From an optimization exercise on the open Yosys and OpenROAD flow, aimed at small area, a short achievable clock period and few clock cycles per item; shortcuts taken in it are not production practice.
RTL that was checked went through simulation tests only; none was proved equivalent to the original.

// milestone1
module milestone1 (
    input  logic        CLOCK_50_I,
    input  logic        resetn,
    input  logic        M1_start,
    input  logic [15:0] SRAM_read_data,
    output logic [15:0] SRAM_write_data,
    output logic [17:0] SRAM_address,
    output logic        SRAM_we_n,
    output logic        M1_done
);
Size in the first run: roughly 2100 cells after synthesis, roughly 410 flip-flops, about 55 I/O pins, ~23000 sq um of cells after synthesis.
Settings: LEC_CHECK=0, CAP_MARGIN=20, CORE_MARGIN=2, CORE_UTILIZATION=40, CTS_BUF_LIST=sky130_fd_sc_hd__clkbuf_16, CTS_CLUSTER_DIAMETER=80, CTS_CLUSTER_SIZE=24, SETUP_SLACK_MARGIN=5, SLEW_MARGIN=20, SYNTH_HIERARCHICAL=0; clock period 10.5 ns.
standard.sh (not shown) runs the stock make flow with config.mk's settings and CLKGATE_MAP_FILE= SYNTH_SCRIPT=/design/flow/synth_recipe.tcl, a recipe that flattens the netlist after the stock synthesis.
==> flow/flow/run.sh <==
#!/bin/bash
set -euo pipefail
sed "s/SETUP_SLACK_MARGIN=5 /SETUP_SLACK_MARGIN=7 BUFFER_PORTS_ARGS='-buffer_cell sky130_fd_sc_hd__buf_1' /" standard.sh > standard_m.sh
grep -q 'SETUP_SLACK_MARGIN=7 ' standard_m.sh
bash standard_m.sh > standard_m.log 2>&1
The baseline finished with timing, DRC and antenna clean.
Testbench counts at the start, summed over its fixed seeds: cycles 1,152,162, pixels 460,800.
==> next run, changes <==
==> flow/flow/run.sh (replaced) <==
#!/bin/bash
set -euo pipefail
sed 's/SETUP_SLACK_MARGIN=5 /SETUP_SLACK_MARGIN=6.7 /' standard.sh > standard_m.sh
grep -q 'SETUP_SLACK_MARGIN=6.7 ' standard_m.sh
bash standard_m.sh > standard_m.log 2>&1
--- a/flow/config.mk
+++ b/flow/config.mk
@@ -14,3 +14,4 @@
 export SETUP_SLACK_MARGIN = 5
 export SLEW_MARGIN = 20
-export SYNTH_HIERARCHICAL = 0
+export SYNTH_HIERARCHICAL = 1
+export SYNTH_MINIMUM_KEEP_SIZE = 0
The changed run ran to the end with no violations.
Cell area increases by 3.2%.
Non-clock buffer count goes down by 14.
Hold slack improved by 0.020 ns.
==> next run, changes <==
==> flow/flow/run.sh (replaced) <==
#!/bin/bash
set -euo pipefail
sed "s/SETUP_SLACK_MARGIN=5 /SETUP_SLACK_MARGIN=7.4 BUFFER_PORTS_ARGS='-buffer_cell sky130_fd_sc_hd__buf_1' /" standard.sh > standard_m.sh
grep -q 'SETUP_SLACK_MARGIN=7.4 ' standard_m.sh
bash standard_m.sh > standard_m.log 2>&1
--- a/flow/config.mk
+++ b/flow/config.mk
@@ -14,4 +14,3 @@
 export SETUP_SLACK_MARGIN = 5
 export SLEW_MARGIN = 20
-export SYNTH_HIERARCHICAL = 1
-export SYNTH_MINIMUM_KEEP_SIZE = 0
+export SYNTH_HIERARCHICAL = 0
The changed run passed the timing, design-rule and antenna checks.
Non-clock buffer count goes up by 91.
Wire length goes up slightly.
Global-route usage goes up by 0.92 points.
Setup slack loses 0.019 ns.
Die area goes down by a few percent.
Count of clock-buffer cells in the layout goes down by 3.
Critical path depth goes up by 17.
==> next run, changes <==
==> flow/flow/run.sh (replaced) <==
#!/bin/bash
set -euo pipefail
sed "s/SETUP_SLACK_MARGIN=5 /SETUP_SLACK_MARGIN=7 BUFFER_PORTS_ARGS='-buffer_cell sky130_fd_sc_hd__buf_2' /" standard.sh > standard_m.sh
grep -q 'SETUP_SLACK_MARGIN=7 ' standard_m.sh
bash standard_m.sh > standard_m.log 2>&1
--- a/flow/config.mk
+++ b/flow/config.mk
@@ -14,3 +14,4 @@
 export SETUP_SLACK_MARGIN = 5
 export SLEW_MARGIN = 20
-export SYNTH_HIERARCHICAL = 0
+export SYNTH_HIERARCHICAL = 1
+export SYNTH_MINIMUM_KEEP_SIZE = 0
- synthesized cell count rises by 8.5%
- hold slack improved by 0.031 ns
- cell count climbs by 1.4%
- worst setup slack gains 0.15 ns
- non-clock buffer count went down by 83
- die area came out higher by 6.0%
- sequential share of layout area is higher by 0.48 points


Setup of lane 1:
Another version of the RTL of milestone1 (not shown whole).
For scale: roughly 2500 cells after synthesis, about 55 I/O pins, roughly 27000 µm² of cells after synthesis.
Settings: LEC_CHECK=0, CAP_MARGIN=20, CORE_MARGIN=2, CORE_UTILIZATION=40, CTS_BUF_LIST=sky130_fd_sc_hd__clkbuf_16, CTS_CLUSTER_DIAMETER=80, CTS_CLUSTER_SIZE=24, SETUP_SLACK_MARGIN=5, SLEW_MARGIN=20, SYNTH_HIERARCHICAL=1, SYNTH_MINIMUM_KEEP_SIZE=0; clock period 10.5 ns.
==> flow/flow/run.sh <==
#!/bin/bash
set -euo pipefail
sed 's/SETUP_SLACK_MARGIN=5 /SETUP_SLACK_MARGIN=7 /' standard.sh > standard_m.sh
grep -q 'SETUP_SLACK_MARGIN=7 ' standard_m.sh
bash standard_m.sh > standard_m.log 2>&1
Testbench counts of lane 1, summed over its fixed seeds: cycles 1,152,162, pixels 460,800.
The following lists how lane 2 was set up differently from lane 1:
-- flow/config.mk --
<<< lane 1, line 9
export CORE_MARGIN = 2
export CORE_UTILIZATION = 40
export CTS_BUF_LIST = sky130_fd_sc_hd__clkbuf_16
export CTS_CLUSTER_DIAMETER = 80
export CTS_CLUSTER_SIZE = 24
export SETUP_SLACK_MARGIN = 5
export SLEW_MARGIN = 20
>>> lane 2, line 9
export CORE_MARGIN = 2
export CORE_UTILIZATION = 40
export SETUP_SLACK_MARGIN = 5
export SLEW_MARGIN = 20
Results
Delta (lane 2 minus lane 1): number of clock buffers in the layout up about 140%; via count up 115.
On lane 2: detailed-routing iteration count for the pre-antenna-repair pass is 1 higher than what lane 1 gave.
Minimum clock period after layout | lane 2 below lane 1
[lane 2] peak fanout along the critical path rose 1 relative to lane 1
Lane 1 → lane 2: sequential share of layout area saw a decrease; overall fraction of global-route tracks in use rose by 0.29 points.
The following lists how lane 3 was set up differently from lane 2:
-- flow/config.mk --
<<< lane 2, line 9
export CORE_MARGIN = 2
export CORE_UTILIZATION = 40
export SETUP_SLACK_MARGIN = 5
export SLEW_MARGIN = 20
>>> lane 3, line 9
export CORE_MARGIN = 2
export CORE_UTILIZATION = 40
export CTS_BUF_LIST = sky130_fd_sc_hd__clkbuf_16
export CTS_CLUSTER_DIAMETER = 60
export CTS_CLUSTER_SIZE = 32
export SETUP_SLACK_MARGIN = 5
export SLEW_MARGIN = 20
==> run summary <==
Looking at the reports, lane 3 completed the entire flow and the layout it produced met the timing, design-rule and antenna checks. [lane 3 vs lane 2] fraction of area in multi-input gates: higher in lane 3. The time the final worst path needs with I/O delays and setup in lane 3 was lower than what lane 2 gave. In the metrics for lane 3 and lane 2, the one carrying the higher worst hold slack is lane 3. Changes observed in lane 3 relative to lane 2: critical path depth higher, global-route usage shows no meaningful change.
Setup changes, lane 3 to lane 4
-- flow/config.mk --
<<< lane 3, line 9
export CORE_MARGIN = 2
export CORE_UTILIZATION = 40
export CTS_BUF_LIST = sky130_fd_sc_hd__clkbuf_16
export CTS_CLUSTER_DIAMETER = 60
export CTS_CLUSTER_SIZE = 32
export SETUP_SLACK_MARGIN = 5
export SLEW_MARGIN = 20
>>> lane 4, line 9
export CORE_MARGIN = 2
export CORE_UTILIZATION = 40
export CTS_BUF_LIST = sky130_fd_sc_hd__clkbuf_8 sky130_fd_sc_hd__clkbuf_16
export CTS_CLUSTER_SIZE = 16
export SETUP_SLACK_MARGIN = 5
export SLEW_MARGIN = 20
Notes after the runs:
Taking lane 3 as the reference, in lane 4 via count increased by about 1.2% relative to the old numbers, final core area utilization shows an increase of 0.50 points.
The last weighted congestion value of the routability-driven placer was comparable across lane 3 and lane 4.
Starting utilization of the core area: lane 4 vs lane 3 identical
As far as global-route usage is concerned, lane 4 and lane 3 perform about the same.


milestone1, a different RTL version from the one above (not shown whole).
For scale: ~2300 cells after synthesis, roughly 55 I/O pins.
Settings: LEC_CHECK=0, CAP_MARGIN=20, CORE_MARGIN=2, CORE_UTILIZATION=40, CTS_BUF_LIST=sky130_fd_sc_hd__clkbuf_16, CTS_CLUSTER_DIAMETER=80, CTS_CLUSTER_SIZE=24, SETUP_SLACK_MARGIN=5, SLEW_MARGIN=20, SYNTH_HIERARCHICAL=1, SYNTH_MINIMUM_KEEP_SIZE=0; clock period 10.5 ns.
==> flow/flow/run.sh <==
#!/bin/bash
set -euo pipefail
sed "s/SETUP_SLACK_MARGIN=5 /SETUP_SLACK_MARGIN=7 BUFFER_PORTS_ARGS='-buffer_cell sky130_fd_sc_hd__buf_1' /" standard.sh > standard_m.sh
grep -q 'SETUP_SLACK_MARGIN=7 ' standard_m.sh
bash standard_m.sh > standard_m.log 2>&1
The starting point finished with timing, DRC and antenna clean.
Testbench counts at the start, summed over its fixed seeds: cycles 1,152,162, pixels 460,800.
Next try:
--- a/flow/config.mk
+++ b/flow/config.mk
@@ -6,4 +6,5 @@
 export NUM_CORES = 4
 export LEC_CHECK = 0
+export ABC_AREA = 1
 export CAP_MARGIN = 20
 export CORE_MARGIN = 2
@@ -14,4 +15,3 @@
 export SETUP_SLACK_MARGIN = 5
 export SLEW_MARGIN = 20
-export SYNTH_HIERARCHICAL = 1
-export SYNTH_MINIMUM_KEEP_SIZE = 0
+export SYNTH_HIERARCHICAL = 0
The new run completed with no timing, DRC or antenna violations.
Sequential share of layout area rose by 0.27 points.
Worst setup slack improved by 0.12 ns.
Routed wire length rose by 3.3%.
Next try:
==> flow/flow/run.sh (replaced) <==
#!/bin/bash
set -euo pipefail
sed "s/SETUP_SLACK_MARGIN=5 /SETUP_SLACK_MARGIN=7.2 BUFFER_PORTS_ARGS='-buffer_cell sky130_fd_sc_hd__buf_1' /" standard.sh > standard_m.sh
grep -q 'SETUP_SLACK_MARGIN=7.2 ' standard_m.sh
bash standard_m.sh > standard_m.log 2>&1
--- a/flow/config.mk
+++ b/flow/config.mk
@@ -15,3 +15,4 @@
 export SETUP_SLACK_MARGIN = 5
 export SLEW_MARGIN = 20
-export SYNTH_HIERARCHICAL = 0
+export SYNTH_HIERARCHICAL = 1
+export SYNTH_MINIMUM_KEEP_SIZE = 0
The new run went through all stages and came out clean. Via count increases by 8.0%. Count of clock-buffer cells in the layout does not change. Final area increases by 4.4%. Worst hold slack hardly moves. Worst setup slack improves by 0.020 ns.
Next try:
--- a/flow/config.mk
+++ b/flow/config.mk
@@ -15,4 +15,3 @@
 export SETUP_SLACK_MARGIN = 5
 export SLEW_MARGIN = 20
-export SYNTH_HIERARCHICAL = 1
-export SYNTH_MINIMUM_KEEP_SIZE = 0
+export SYNTH_HIERARCHICAL = 0
The new run finished with timing, DRC and antenna clean.
Cell count went down by 8.0%.
Worst setup slack gets better by 0.034 ns.
First-iteration DRC count went down by 7.9%.
Wire length went down by 5.4%.
Die area went down by 5.9%.
Critical path depth is unchanged.
Global-route usage went up by 0.11 points.
Utilization went up by 1.7 points.
Synthesized area went down by 6.0%.


RTL: one of the versions met above, not the one the previous note started from.
For scale: ~2300 cells after synthesis, about 55 I/O pins.
export LEC_CHECK = 0
export CAP_MARGIN = 20
export CORE_MARGIN = 2
export CORE_UTILIZATION = 55
export CTS_BUF_LIST = sky130_fd_sc_hd__clkbuf_16
export CTS_CLUSTER_DIAMETER = 80
export CTS_CLUSTER_SIZE = 24
export PLACE_DENSITY = 0.7
export SETUP_SLACK_MARGIN = 5
export SLEW_MARGIN = 20
export SYNTH_HIERARCHICAL = 1
export SYNTH_MINIMUM_KEEP_SIZE = 0
create_clock -name core_clock -period 10.5 [get_ports {CLOCK_50_I}]
==> flow/flow/run.sh <==
#!/bin/bash
set -euo pipefail
sed 's/SETUP_SLACK_MARGIN=5 /SETUP_SLACK_MARGIN=7 /' standard.sh > standard_m.sh
grep -q 'SETUP_SLACK_MARGIN=7 ' standard_m.sh
bash standard_m.sh > standard_m.log 2>&1
The first run completed with no timing, DRC or antenna violations.
Testbench counts at the start, summed over its fixed seeds: cycles 1,152,162, pixels 460,800.
Then changed:
--- a/flow/config.mk
+++ b/flow/config.mk
@@ -9,3 +9,3 @@
 export CORE_MARGIN = 2
-export CORE_UTILIZATION = 55
+export CORE_UTILIZATION = 40
 export CTS_BUF_LIST = sky130_fd_sc_hd__clkbuf_16
@@ -13,3 +13,2 @@
 export CTS_CLUSTER_SIZE = 24
-export PLACE_DENSITY = 0.7
 export SETUP_SLACK_MARGIN = 5
Effect: The new run passed the timing, design-rule and antenna checks. Cell area rose by 1.2%. First-iteration DRC count falls by 4.4%. Sequential cell count stays the same. Worst setup slack is worse by 7.2 ps. Routed wire length rises by 1.9%. Non-clock buffer count shrinks by 4.
Then changed:
==> flow/flow/run.sh (replaced) <==
#!/bin/bash
set -euo pipefail
sed "s/SETUP_SLACK_MARGIN=5 /SETUP_SLACK_MARGIN=7 BUFFER_PORTS_ARGS='-buffer_cell sky130_fd_sc_hd__buf_1' /" standard.sh > standard_m.sh
grep -q 'SETUP_SLACK_MARGIN=7 ' standard_m.sh
bash standard_m.sh > standard_m.log 2>&1
Outcome: Hold slack gets better by 21 ps; fmax rose by 0.80%; global-route usage fell by 0.14 points; utilization fell by 0.51 points; setup slack gets better by 28 ps; sequential cell count is unchanged; final area fell by 1.2%; critical path depth rose by 3; area after synthesis stays the same; register-to-register slack gets better by 30 ps.


old:
milestone1, a different RTL version from the one above (not shown whole).
Size in the first run: about 290 flip-flops, roughly 55 I/O pins, roughly 24000 sq um of cells after synthesis.
// milestone1
module milestone1 (
    input  logic        CLOCK_50_I,
    input  logic        resetn,
    input  logic        M1_start,
    input  logic [15:0] SRAM_read_data,
    output logic [15:0] SRAM_write_data,
    output logic [17:0] SRAM_address,
    output logic        SRAM_we_n,
    output logic        M1_done
);
==> flow/config.mk <==
export PLATFORM = sky130hd
export DESIGN_NAME = milestone1
export DESIGN_NICKNAME = milestone1
export VERILOG_FILES = /design/flow/design.v
export SDC_FILE = /design/flow/constraint.sdc
export NUM_CORES = 4
export LEC_CHECK = 0
export CAP_MARGIN = 20
export CORE_MARGIN = 2
export CORE_UTILIZATION = 40
export SETUP_SLACK_MARGIN = 5
export SLEW_MARGIN = 20
==> flow/constraint.sdc <==
create_clock -name core_clock -period 10.5 [get_ports {CLOCK_50_I}]
set_input_delay 2.1000 -clock core_clock [delete_from_list [all_inputs] [get_ports {CLOCK_50_I}]]
set_output_delay 2.1000 -clock core_clock [all_outputs]
set_load 0.01 [all_outputs]
run.sh (not shown) runs the stock make flow with config.mk's settings and CLKGATE_MAP_FILE= SYNTH_SCRIPT=/design/flow/synth_recipe.tcl, a recipe that flattens the netlist after the stock synthesis.
Stock flow here: none of the scripts above is used.
old: PASS, flow complete, no timing, DRC or antenna violations
Changes in new relative to old:
--- a/flow/config.mk
+++ b/flow/config.mk
@@ -12 +12,3 @@
 export SLEW_MARGIN = 20
+export SYNTH_HIERARCHICAL = 1
+export SYNTH_MINIMUM_KEEP_SIZE = 0
Results
- Global-route usage for new: 0.97 points down relative to old
- Compared to old, new has synthesized instance count about 1.7% higher.
No functional check of the RTL was part of any run of this note.


milestone1, a different RTL version from the one above (not shown whole).
Size in the first run: ~2400 cells after synthesis, roughly 26000 um^2 of cells after synthesis.
==> flow/design.v (excerpt) <==
module milestone1 (
    input  logic        CLOCK_50_I,
    input  logic        resetn,
    input  logic        M1_start,
    input  logic [15:0] SRAM_read_data,
    output logic [15:0] SRAM_write_data,
    output logic [17:0] SRAM_address,
    output logic        SRAM_we_n,
    output logic        M1_done
);
localparam logic [17:0] U_BASE   = 18'd38400;
localparam logic [17:0] V_BASE   = 18'd57600;
localparam logic [17:0] RGB_BASE = 18'd146944;
logic        run;          
logic        pro_n;        
logic        wr;           
logic [4:0]  ph;           
logic [15:0] k;            
logic [7:0]  jc;           
logic [17:0] wa;           
logic [7:0] us [0:6];
logic [7:0] vs [0:6];
always_ff @(posedge CLOCK_50_I) begin
    if (ph[1]) begin
        if (!k[0]) begin
            us[0] <= us[2]; us[1] <= us[3]; us[2] <= us[4]; us[3] <= us[5]; us[4] <= us[6];
            us[5] <= SRAM_read_data[15:8]; us[6] <= SRAM_read_data[7:0];
        end else begin
            vs[0] <= vs[2]; vs[1] <= vs[3]; vs[2] <= vs[4]; vs[3] <= vs[5]; vs[4] <= vs[6];
            vs[5] <= SRAM_read_data[15:8]; vs[6] <= SRAM_read_data[7:0];
        end
    end
end
logic use_v;                        
logic c_odd;
logic sA, sB, sC, sD, sE, sF, sG, sH, sI, sJ, sK, sL;
wire j0 = (jc == 8'd0), j1 = (jc == 8'd1), j157 = (jc == 8'd157);
wire j158 = (jc == 8'd158), j159 = (jc == 8'd159);
wire ne = !jc[0] && !j0 && !j158;
wire no = jc[0] && !j1 && !j157 && !j159;
always_ff @(posedge CLOCK_50_I) begin
    use_v <= ph[0];
    c_odd <= jc[0];
    sA <= j157 | j159 | no;
    sB <= j1 | j158 | ne;
    sC <= j0;
    sD <= jc[0];
    sE <= j158 | ne;
    sF <= !jc[0];
    sG <= j159;
  ...
make LEC_CHECK=0 CAP_MARGIN=20 CORE_MARGIN=2 CORE_UTILIZATION=40 SETUP_SLACK_MARGIN=5 SLEW_MARGIN=20 SYNTH_HIERARCHICAL=1 SYNTH_MINIMUM_KEEP_SIZE=0 finish   # period 10.5 ns
The first run passed the timing, design-rule and antenna checks.
Testbench counts at the start, summed over its fixed seeds: cycles 1,152,162, pixels 460,800.
Edit:
==> flow/flow/run.sh (new file) <==
#!/bin/bash
set -euo pipefail
sed 's/SETUP_SLACK_MARGIN=5 /SETUP_SLACK_MARGIN=6.5 /' standard.sh > standard_m.sh
grep -q 'SETUP_SLACK_MARGIN=6.5 ' standard_m.sh
bash standard_m.sh > standard_m.log 2>&1
==> flow/standard.sh (new file) <==
#!/bin/bash
# synth_recipe.tcl (not shown) runs the flow's synth.tcl, then flattens the netlist and writes it again
# the make line also repeats each setting of config.mk as NAME=value (left out here)
make -C /OpenROAD-flow-scripts/flow DESIGN_CONFIG=/design/flow/config.mk WORK_HOME=/design/flow/orfs CLKGATE_MAP_FILE= SYNTH_SCRIPT=/design/flow/synth_recipe.tcl "${@:-finish}"
removed: flow/run.sh
After rerunning: Via count increases by 1.7%; routed wire length hardly moves.

==> port drivers added, routing unchanged <==
The results above use ideal ports. As a check the final layouts listed here were re-extracted and re-timed, cells and wires unchanged.
Step 1 assumes that a clkbuf_16 drives the clock port and a buf_2 every other input.
Step 2 moves the port delays by t, midway between the first and last clock arrival at a register: inputs arrive t later, outputs are due t later. That takes back most of the time a late clock gives input paths.
Three values: ideal, step 1, step 2; two values: the first two.
run | t, ns | slack for setup (ns) | latest minus earliest clock arrival (ns) | slew at the worst register clock pin (ns) | cell pins on the clock port's net
the first run of note 1 | 0.631 | 6.838 / 6.838 / 6.675 | 0.044 / 0.044 | 0.10 / 0.10 | 1
the second run of note 1 | 0.659 | 6.855 / 6.794 / 6.472 | 0.047 / 0.047 | 0.10 / 0.10 | 1
the third run of note 1 | 0.635 | 6.835 / 6.835 / 6.835 | 0.033 / 0.033 | 0.10 / 0.10 | 1
the fourth run of note 1 | 0.659 | 6.981 / 6.981 / 6.866 | 0.047 / 0.047 | 0.10 / 0.10 | 1
lane 1 | 0.669 | 6.966 / 6.966 / 6.718 | 0.029 / 0.029 | 0.10 / 0.10 | 1
lane 2 | 0.649 | 6.969 / 6.969 / 6.692 | 0.055 / 0.054 | 0.06 / 0.06 | 1
lane 3 | 0.642 | 7.009 / 7.009 / 6.732 | 0.061 / 0.062 | 0.11 / 0.11 | 1
lane 4 | 0.645 | 6.954 / 6.954 / 6.700 | 0.030 / 0.030 | 0.06 / 0.06 | 1
the first run of note 3 | 0.656 | 6.981 / 6.981 / 6.788 | 0.030 / 0.030 | 0.10 / 0.10 | 1
the second run of note 3 | 0.646 | 7.101 / 7.044 / 6.899 | 0.027 / 0.028 | 0.10 / 0.10 | 1
the third run of note 3 | 0.662 | 7.121 / 7.061 / 7.168 | 0.053 / 0.052 | 0.10 / 0.10 | 1
the fourth run of note 3 | 0.641 | 7.154 / 7.099 / 6.885 | 0.025 / 0.025 | 0.10 / 0.10 | 1
the first run of note 4 | 0.625 | 6.991 / 6.991 / 6.564 | 0.032 / 0.033 | 0.10 / 0.10 | 1
the second run of note 4 | 0.657 | 6.984 / 6.984 / 6.586 | 0.028 / 0.027 | 0.10 / 0.10 | 1
the third run of note 4 | 0.663 | 7.012 / 7.012 / 6.790 | 0.039 / 0.039 | 0.10 / 0.10 | 1
old | 0.643 | 4.748 / 4.748 / 4.748 | 0.039 / 0.039 | 0.08 / 0.08 | 1
new | 0.629 | 5.000 / 5.000 / 5.000 | 0.009 / 0.010 | 0.06 / 0.06 | 1
the first run of note 6 | 0.637 | 5.914 / 5.914 / 5.914 | 0.022 / 0.022 | 0.06 / 0.06 | 1
the second run of note 6 | 0.649 | 6.431 / 6.431 / 6.431 | 0.033 / 0.033 | 0.07 / 0.07 | 1
After both steps every run listed still meets setup and hold. The setup slack of the first run of note 4, which loses most, moves by 0.000 ns with the drivers and by -0.427 ns with both steps.
